This is an optimization exercise on Yosys and OpenROAD, whose aim is small area, not a production implementation. RTL that was checked went through simulation tests only; none was proved equivalent to the original. The RTL of run 2 was laid out without a check of its function. Power is estimated from default activity; no workload was simulated.

File: flow/design.v
module regfile2r1w(
	input clk,
	input reset,
	input [3:0] add1,
	input [3:0] add2,
	output [31:0] dataout1,
	output [31:0] dataout2,
	input  wen,
	input [3:0] addw,
	input [31:0] datain
);
reg ph;
always @(posedge clk)
	ph <= ~ph & reset;
wire [31:0] w = ~reset ? 32'hffffffff : (datain ^ {32{ph}});
wire [31:0] s1 [16:0];		 
wire [31:0] s2 [16:0];
assign s1[0] = 32'h0;
assign s2[0] = 32'h0;
genvar i;
generate
	for (i = 0; i < 16; i = i + 1) begin : g
		reg [31:0] q;
		wire ld = ~reset | (~wen & (addw == i));
		always @(posedge clk)
			q <= ~((q | {32{ld}}) & (w | {32{~ld}}));
		assign s1[i+1] = s1[i] | (q & {32{add1 == i}});
		assign s2[i+1] = s2[i] | (q & {32{add2 == i}});
	end
endgenerate
assign dataout1 = s1[16] ^ {32{ph}};
assign dataout2 = s2[16] ^ {32{ph}};
endmodule
File: flow/config.mk
export PLATFORM = sky130hd
export DESIGN_NAME = regfile2r1w
export DESIGN_NICKNAME = regfile2r1w
export VERILOG_FILES = /design/flow/design.v
export SDC_FILE = /design/flow/constraint.sdc
export NUM_CORES = 4
export LEC_CHECK = 0
export CAP_MARGIN = 20
export CORE_MARGIN = 2
export CORE_UTILIZATION = 65
export SLEW_MARGIN = 20
File: flow/constraint.sdc
create_clock -name core_clock -period 5.0 [get_ports {clk}]
set_input_delay 1.0000 -clock core_clock [delete_from_list [all_inputs] [get_ports {clk}]]
set_output_delay 1.0000 -clock core_clock [all_outputs]
set_load 0.01 [all_outputs]
File: flow/run.sh
#!/bin/bash
# synth_recipe.tcl (not shown) runs the flow's synth.tcl, then flattens the netlist and writes it again
# the make line also repeats each setting of config.mk as NAME=value (left out here)
make -C /OpenROAD-flow-scripts/flow DESIGN_CONFIG=/design/flow/config.mk WORK_HOME=/design/flow/orfs CLKGATE_MAP_FILE= SYNTH_SCRIPT=/design/flow/synth_recipe.tcl finish
==> results of run 1 <==
## per-stage QoR
step           hold WS [ns]  power [W]  utilization (%)  setup TNS, ns
2_1_floorplan        0.4357   0.006337                -              0
3_3_place_gp         0.4477   0.007200            70.38        -0.2230
3_5_place_dp         0.4539   0.007283            70.47        -0.1623
4_1_cts              0.4658    0.01113            75.08      -0.003981
5_1_grt              0.4777    0.01160            75.32              0
6_report             0.4671    0.01127            75.33       -0.09528
## cells by family after synthesis
family	count (synthesis)	share of synthesized area, %
and+or+nand+nor	720	12.75
AOI/OAI and AO/OA	1168	30.06
DFF	513	42.71
buffers and inverters	339	5.651
xor gates and xnor gates	96	3.497
muxes	128	5.328
## power breakdown
part           total (W)  switching, W  internal, W
Sequential       0.00504      0.000414      0.00463
Combinational    0.00229       0.00133     0.000959
Clock            0.00394       0.00168      0.00226
## repair_timing
action	4_1_cts	5_1_grt
pin swaps	0	1
resized for setup	2	11
cloned	0	1
buffers inserted	0	0
setup endpoints to repair	3	20
## cell usage in the layout, fill, tap and decap left out, types with 7 or more instances in the layout
cell type / instances
sky130_fd_sc_hd__nand2_1: 518
sky130_fd_sc_hd__dfxtp_1: 512
sky130_fd_sc_hd__o21ai_0: 463
sky130_fd_sc_hd__a22oi_1: 378
sky130_fd_sc_hd__mux2i_1: 128
sky130_fd_sc_hd__o22ai_1: 128
sky130_fd_sc_hd__o21ai_1: 111
sky130_fd_sc_hd__clkdlybuf4s50_1: 104
sky130_fd_sc_hd__xnor2_1: 96
sky130_fd_sc_hd__buf_4: 90
sky130_fd_sc_hd__nor2_1: 65
sky130_fd_sc_hd__o22a_1: 62
sky130_fd_sc_hd__nor4_1: 55
sky130_fd_sc_hd__clkbuf_16: 53
sky130_fd_sc_hd__and2_1: 32
sky130_fd_sc_hd__buf_12: 22
sky130_fd_sc_hd__o21ai_4: 16
sky130_fd_sc_hd__clkbuf_1: 14
sky130_fd_sc_hd__clkinv_2: 9
sky130_fd_sc_hd__clkbuf_8: 8
sky130_fd_sc_hd__nand3b_1: 7
## registers in the layout, indices dropped and copies added (netlist names)
signal,count
g.q,512
ph,1
## cell type report
type	count	area, sq um	share of cell area (%)
Multi-Input combinational cell	2113	12730	46.28
Timing Repair Buffer	225	2245	8.159
Antenna cell	1	2.502	0.009096
Tap cell	468	585.6	2.128
Clock buffer	75	1489	5.412
Clock inverter	15	182.7	0.6640
Sequential cell	513	10270	37.34
## synth_stat cells (all sizes together)
master   instances
a22o             4
a21oi            2
nor4            62
mux2i          128
or3b             3
a2111oi          2
o22ai          128
o22a            62
or2              5
and2            38
dfxtp          513
o21ai          590
nand3b           7
a22oi          378
a221o            2
clkbuf         297
nor2            71
buf             42
nand2          518
or3              1
xnor2           96
nand2b           6
nor2b            9
## path summary, 6_finish.rpt
kind,start,to,slack (ns)
worst min register to register,g[3].q[26],g[3].q[26],0.47
worst max-delay path,add2[0],dataout2[13],-0.07
worst max register to register,ph,g[15].q[6],2.66
worst min-delay path,g[3].q[26],g[3].q[26],0.47
## worst max-delay path, delay by kind of cell
family | cells | cell delay [ns]
and+or+nand+nor | 2 | 1.19
buffers and inverters | 3 | 1.24
xor gates and xnor gates | 1 | 0.16
AOI/OAI and AO/OA | 2 | 0.46
## per-layer routing
| layer | up-vias | GRT usage [%] |
|---|---|---|
| li1 | 10560 | - |
| met1 | 11250 | 59.46 |
| met2 | 2035 | 68.60 |
| met3 | 518 | 12.87 |
| met4 | 2 | 25.93 |
| met5 | - | 0 |
==> notes.md, run 1 <==
- Crit end category: primary output
- Leakage power: 9.898 nW
- Total of max-cap violations: 0
- Vias per cell: 7.145
- Number of clock sinks: 513
- Post-synthesis sequential area ratio: 42.71%
- Antenna-violating nets left: 0
- Unique cell type count in the Yosys netlist: 30
- Pins over their slew limit: 0
- Status: failed layout checks
- Count of placed standard cells in the final layout, fillers left out: 3,410
- Largest net degree at the start of global routing: 65
- Crit path launch type: primary input
- Cell type contributing the most total cell area after synthesis: sky130_fd_sc_hd__dfxtp_1
- Core area: 36,520 sq um
- Required arrival time at the worst endpoint: 4.00 ns
- DR WL/cell: 26.69 um
- Hold Fails Final Rpt: 0
- Final Cycle Share: 101.4%
- RSZ-0062 raised after global routing: no
- Routed met2 length: 38,250 um
- Share of the synthesized area in the top cell type: 42.71%
- Netlist Area Pre-Place: 24,050 sq um
- Number of rows in the core area: 70
- Top routing layer used: met5
- Starting utilization of the core area: 65.84%
- Largest fanout of any net on the critical path: 18
- Top Ports: 111
- Shortest period the worst path allows: 5.070 ns
- Cells taking the most area after synthesis: sky130_fd_sc_hd__dfxtp_1 43%, sky130_fd_sc_hd__a22oi_1 12%, sky130_fd_sc_hd__o21ai_0 9.6%
- CP Cell Sequence: buf_2 -> nor2_2 -> buf_4 -> a22oi_1 -> o22ai_1 -> nor4_2 -> xnor2_1 -> clkdlybuf4s50_1
- DP Worst Slack: -0.1357 ns
- 1st-pass router iterations: 7
- Layout cells sized above 1: 8.330%
- Maximum root-to-sink buffer count: 3
- Chip width: 196.3 um
- TritonCTS clock tree: built
- Areal power density over the cells: 409.8 nW/um^2
- Clock latency at the later pin of the worst-skew pair: 0.62 ns
- Slowest cell delay on critical path: 1.05 ns
- Class of the tightest hold or removal check: reg -> reg
- Buffers added on ports: 110
- Die boundary height: 196.3 um
- Start-to-end type of the worst setup path: in -> out
- M1 WL: 33,200 um
- Area of all placed cells without fillers: 27,510 sq um
- Highest clock rate: 197.2 MHz
- Clock H-tree levels: 2
- Number of nets produced by synthesis: 3,011
- Yosys warning count: 1
- Number of placed instances with taps included: 3,317
- CTS buffer count: 52
- Post-placement cell area: 25,740 sq um
- Number of DRC violations after detailed-routing iteration 0: 3,458
- Highest ir drop seen on vdd: 318.1 uV
- Die Footprint: 38,550 sq um
- Worst setup margin: -0.07046 ns
- Number of cell instances on the worst register-to-register path: 5
- Checks failing in the layout checks: negative setup slack
- Final setup violating endpoints: 3
- P&R area growth vs syn: 14.41%
- Synth Area per Inst: 8.113 sq um
- HPWL after detailed placement: 54,270 um
- Flip-flop and latch count after synthesis: 513
- Global-route usage over all layers: 45.77%
- WL final: 91,020 um
- Worst rel slew slack: 12.44%
- Total congestion overflow: 0
- Post-CTS clock slew at the launch and capture registers of the worst setup and hold paths: 0.06 ns
- Data arrival time of the critical path: 4.07 ns
- Final Net Count: 2,952
- Global-route wire length before repair: 136,000 um
- Transition at the pin with the smallest max-transition slack: 1.312 ns
- Number of filler cells placed in the layout: 2,741
- Final GP Congestion: 0.9478
- Vias after detailed routing: 24,370
- Initial antenna violation count: 1
- Residual DRC: 0
- # hold bufs at CTS: 0
- Amount of wire on met3 after detailed routing: 13,730 um
- Post-synthesis cell count: 2,964
- Number of global-route vias before repair: 23,380
- Worst-case clock skew: 0.01280 ns
- Clock Root Buffer: sky130_fd_sc_hd__clkbuf_16
- Depth of the worst hold-timing path: 1
- Cell type of the slowest stage on the worst timing path: sky130_fd_sc_hd__nor2_2
==> inputs of run 2 (changes only) <==
==> flow/design.v (replaced) <==
module regfile2r1w(
	input clk,
	input reset,
	input [3:0] add1,
	input [3:0] add2,
	output [31:0] dataout1,
	output [31:0] dataout2,
	input  wen,
	input [3:0] addw,
	input [31:0] datain
); 
(* mem2reg *) reg [31:0] regfile [15:0];
always @(posedge clk) 
begin
	if (reset==0) begin
		integer i;
		for(i=0;i<16;i++) regfile[i] <=0;
	end else 
		if (wen == 0) begin
			regfile[addw] <= datain;
		end
	begin
	end
end
assign dataout1 = regfile[add1];
assign dataout2 = regfile[add2];
endmodule
--- a/flow/config.mk
+++ b/flow/config.mk
@@ -7,5 +7,5 @@
 export LEC_CHECK = 0
 export CAP_MARGIN = 20
 export CORE_MARGIN = 2
-export CORE_UTILIZATION = 65
+export CORE_UTILIZATION = 40
 export SLEW_MARGIN = 20
==> run 2 against run 1 <==
  * Now clean on timing, DRC and antenna
  * Setup slack gained 0.23 ns
  * First-iteration DRC count grew 22%
  * Via count grew 14%
  * Final area grew 14%
  * Area after synthesis grew 13%
  * Clock-buffer cell count grew 7
  * Die area grew 82%
  * Critical endpoint is now dataout2[0]
==> notes.md, run 2 <==
- Status: finished clean
- # hold bufs at CTS: 0
- Starting utilization of the core area: 40.53%
- Startpoint of the lowest-slack hold path: regfile[1][21]
- Global-route wire length before repair: 171,900 um
- Required arrival time at the worst endpoint: 4.00 ns
- Worst reg2reg setup slack: 4.14 ns
- 1st-pass router iterations: 6
- Routed met2 length: 48,530 um
- Most instantiated library cell after synthesis: sky130_fd_sc_hd__nand2_1
- Vias after detailed routing: 27,800
- Antenna-violating nets left: 0
- Registers with the most flip-flops: regfile x512
- RSZ-0062 raised after global routing: no
- Number of global-route vias before repair: 25,540
- Top FF cell, synth: sky130_fd_sc_hd__dfxtp_1
- Total congestion overflow: 0
- Worst rel slew slack: 18.12%
- Shortest period the worst path allows: 4.836 ns
- TritonCTS clock tree: built
- Largest net degree at the start of global routing: 182
- Clock latency at the later pin of the worst-skew pair: 0.63 ns
- Number of rows in the core area: 95
- Top routing layer used: met5
- Hold Crit Endpoint: regfile[1][21]
- Clock Root Buffer: sky130_fd_sc_hd__clkbuf_16
- Total of max-cap violations: 0
- Highest clock rate: 206.8 MHz
- DR WL/cell: 27.32 um
- Buffers added on ports: 110
- Leading cell types in the layout, fill and taps excluded: 1,090 x sky130_fd_sc_hd__nand2_1, 512 x sky130_fd_sc_hd__dfxtp_1, 366 x sky130_fd_sc_hd__a21boi_0
- Chip width: 265.1 um
- Number of enable flip-flop cells after synthesis: 0
- Residual DRC: 0
- Max FFs per register: 512
- Number of nets produced by synthesis: 3,594
- M1 WL: 51,300 um
- Startpoint of the lowest-slack register-to-register path: regfile[2][0]
- Initial antenna violation count: 3
- Cells taking the most area after synthesis: sky130_fd_sc_hd__dfxtp_1 38%, sky130_fd_sc_hd__nand2_1 15%, sky130_fd_sc_hd__a21boi_0 10%
- CTS buffer count: 58
- Final Net Count: 3,495
- Share of the synthesized area in the top cell type: 37.59%
- Transition at the pin with the smallest max-transition slack: 1.228 ns
- P&R area growth vs syn: 14.81%
- Crit path launch type: primary input
- WL final: 119,300 um
- Largest fanout of any net on the critical path: 30
- Post-layout util: 46.53%
- Register bank with the most flops: regfile
- Number of gates resized after CTS: 0
- Yosys warning count: 1
- Cell type contributing the most total cell area after synthesis: sky130_fd_sc_hd__dfxtp_1
- Number of clock sinks: 512
- Synth async-reset ratio: 0%
- Vias per cell: 6.364
- Post-synthesis cell count: 3,547
- Highest ir drop seen on vdd: 306.0 uV
- Global-route usage over all layers: 32.71%
- Pins over their slew limit: 0
- Class of the tightest hold or removal check: reg -> reg
- Start-to-end type of the worst setup path: in -> out
- Layout cells sized above 1: 9.211%
- Final setup violating endpoints: 0
- Synth cell count leaders: 1,097 x sky130_fd_sc_hd__nand2_1, 512 x sky130_fd_sc_hd__dfxtp_1, 366 x sky130_fd_sc_hd__a21boi_0
- Areal power density over the cells: 323.9 nW/um^2
- Total Negative Setup Slacks: 0 ns
- Die boundary height: 265.1 um
- Final GP Congestion: 0.8968
- Top Ports: 111
- Amount of wire on met3 after detailed routing: 14,190 um
- Netlist Area Pre-Place: 27,270 sq um
- FF-to-FF End: regfile[2][0]
- Antenna diodes: 0
- Clock H-tree levels: 2
- Depth of the worst hold-timing path: 2
- Maximum root-to-sink buffer count: 3
- Unique cell type count in the Yosys netlist: 63
- Post-CTS setup buffer count: 0
- Worst-case clock skew: 0 ns
- Flip-flop and latch count after synthesis: 512
- Final Cycle Share: 96.71%
- Leakage power: 9.791 nW
- Hold Fails Final Rpt: 0
- Core area: 67,280 sq um
- Die Footprint: 70,280 sq um
- Number of cell instances on the worst register-to-register path: 2
- Synth Area per Inst: 7.688 sq um
- HPWL after detailed placement: 71,890 um
- Number of DRC violations after detailed-routing iteration 0: 4,205
- Crit end category: primary output
- Post-synthesis sequential area ratio: 37.59%
- Post-CTS clock slew at the launch and capture registers of the worst setup and hold paths: 0.06 ns
- Leading cell type in the layout, fill and taps excluded: sky130_fd_sc_hd__nand2_1
- Data arrival time of the critical path: 3.84 ns
==> run 2: cells by family (layout without fill, tap and decap cells) <==
family          after synthesis  count (layout)  share of synthesized area [%]
compound gates             1299            1299                          34.64
simple gates               1271            1271                          18.57
flops                       512             512                          37.59
buf+inv                     399             348                          6.616
mux                          66              66                          2.583
==> run 2: worst max path at each step <==
stage | slack (ns) | depth (start not counted) | to | startpoint
finish | 0.16 | 7 | dataout2[0] | add2[1]
detailed placement | 0.26 | 7 | dataout2[27] | add2[1]
global route | 0.12 | 7 | dataout2[0] | add2[1]
global placement | 0.24 | 7 | dataout2[0] | add2[1]
floorplan | 1.74 | 6 | dataout1[10] | add1[2]
CTS | 0.25 | 7 | dataout2[27] | add2[1]
==> run 2: layout make-up <==
cell class	count	area [sq um]
well taps	873	1092
fillers	6583	35970
repair buffers	236	2300
flip-flops and latches	512	10250
clock inverters	26	447.9
inverters	4	15.01
multi-input cells	2636	15500
clock buffers	82	1705
==> run 2: metrics by stage <==
stage | instance area [sq um] | setup slack, ns | hold WS (ns) | instances | total power, W
after floorplan | 27270 | 1.736 | 0.4407 | 3547 | 0.004846
after global placement | 29130 | 0.2425 | 0.4533 | 4260 | 0.005329
after detailed placement | 29130 | 0.2646 | 0.4578 | 4260 | 0.005330
after CTS | 31280 | 0.2473 | 0.4655 | 4368 | 0.01012
after global routing | 31310 | 0.1168 | 0.4856 | 4369 | 0.01035
final | 31310 | 0.1645 | 0.4695 | 4369 | 0.01014
==> run 2: power by group <==
part	leakage (nW)	total [W]	internal [W]	switching, W
clock	1.05	0.00485	0.00299	0.00186
combinational	4.61	0.00111	0.000365	0.000748
sequential	4.13	0.00418	0.00413	0.0000467
total	9.79	0.0101	0.00748	0.00266
==> run 2: layer usage <==
metal,global-route usage [%],vias up
li1,-,12290
met1,46.54,13280
met2,46.49,1891
met3,8.461,348
met4,13.85,4
met5,0,-
==> run 2: critical path, cell delays in order <==
cell                              delay, ns
sky130_fd_sc_hd__clkdlybuf4s50_1       0.41
sky130_fd_sc_hd__buf_4                 0.21
sky130_fd_sc_hd__nor2b_4               0.91
sky130_fd_sc_hd__a221oi_1              0.20
sky130_fd_sc_hd__a21oi_1               0.19
sky130_fd_sc_hd__o32a_1                0.31
sky130_fd_sc_hd__clkdlybuf4s50_1       0.59

static timing again, ports no longer ideal:
How much do the figures lean on ideal ports? The routed layouts below were timed once more, with nothing changed but the port constraints. Step 1: set_driving_cell puts a clkbuf_16 on clk and a buf_2 on each other input, an assumption about the parent block. Step 2 adds t to the input delays and takes it off the output delays; t is the mean of the earliest and latest rising clock arrival at the registers after step 1. Input paths then give back, and output paths get back, about the clock's delay inside the block. Slacks: ideal / step 1 / step 2; pairs: ideal / step 1.
run	t, ns	setup WS [ns]	worst setup path after step 2	clock arrival spread, ns	worst data-port slew with drivers (ns)
run 1	0.669	-0.070 / -0.090 / -0.090	input to output	0.023 / 0.023	0.04
run 2	0.696	0.164 / 0.138 / 0.138	input to output	0.017 / 0.016	0.10
For run 2, which loses most, drivers alone change the setup slack by -0.026 ns; drivers and shift together by -0.026 ns.
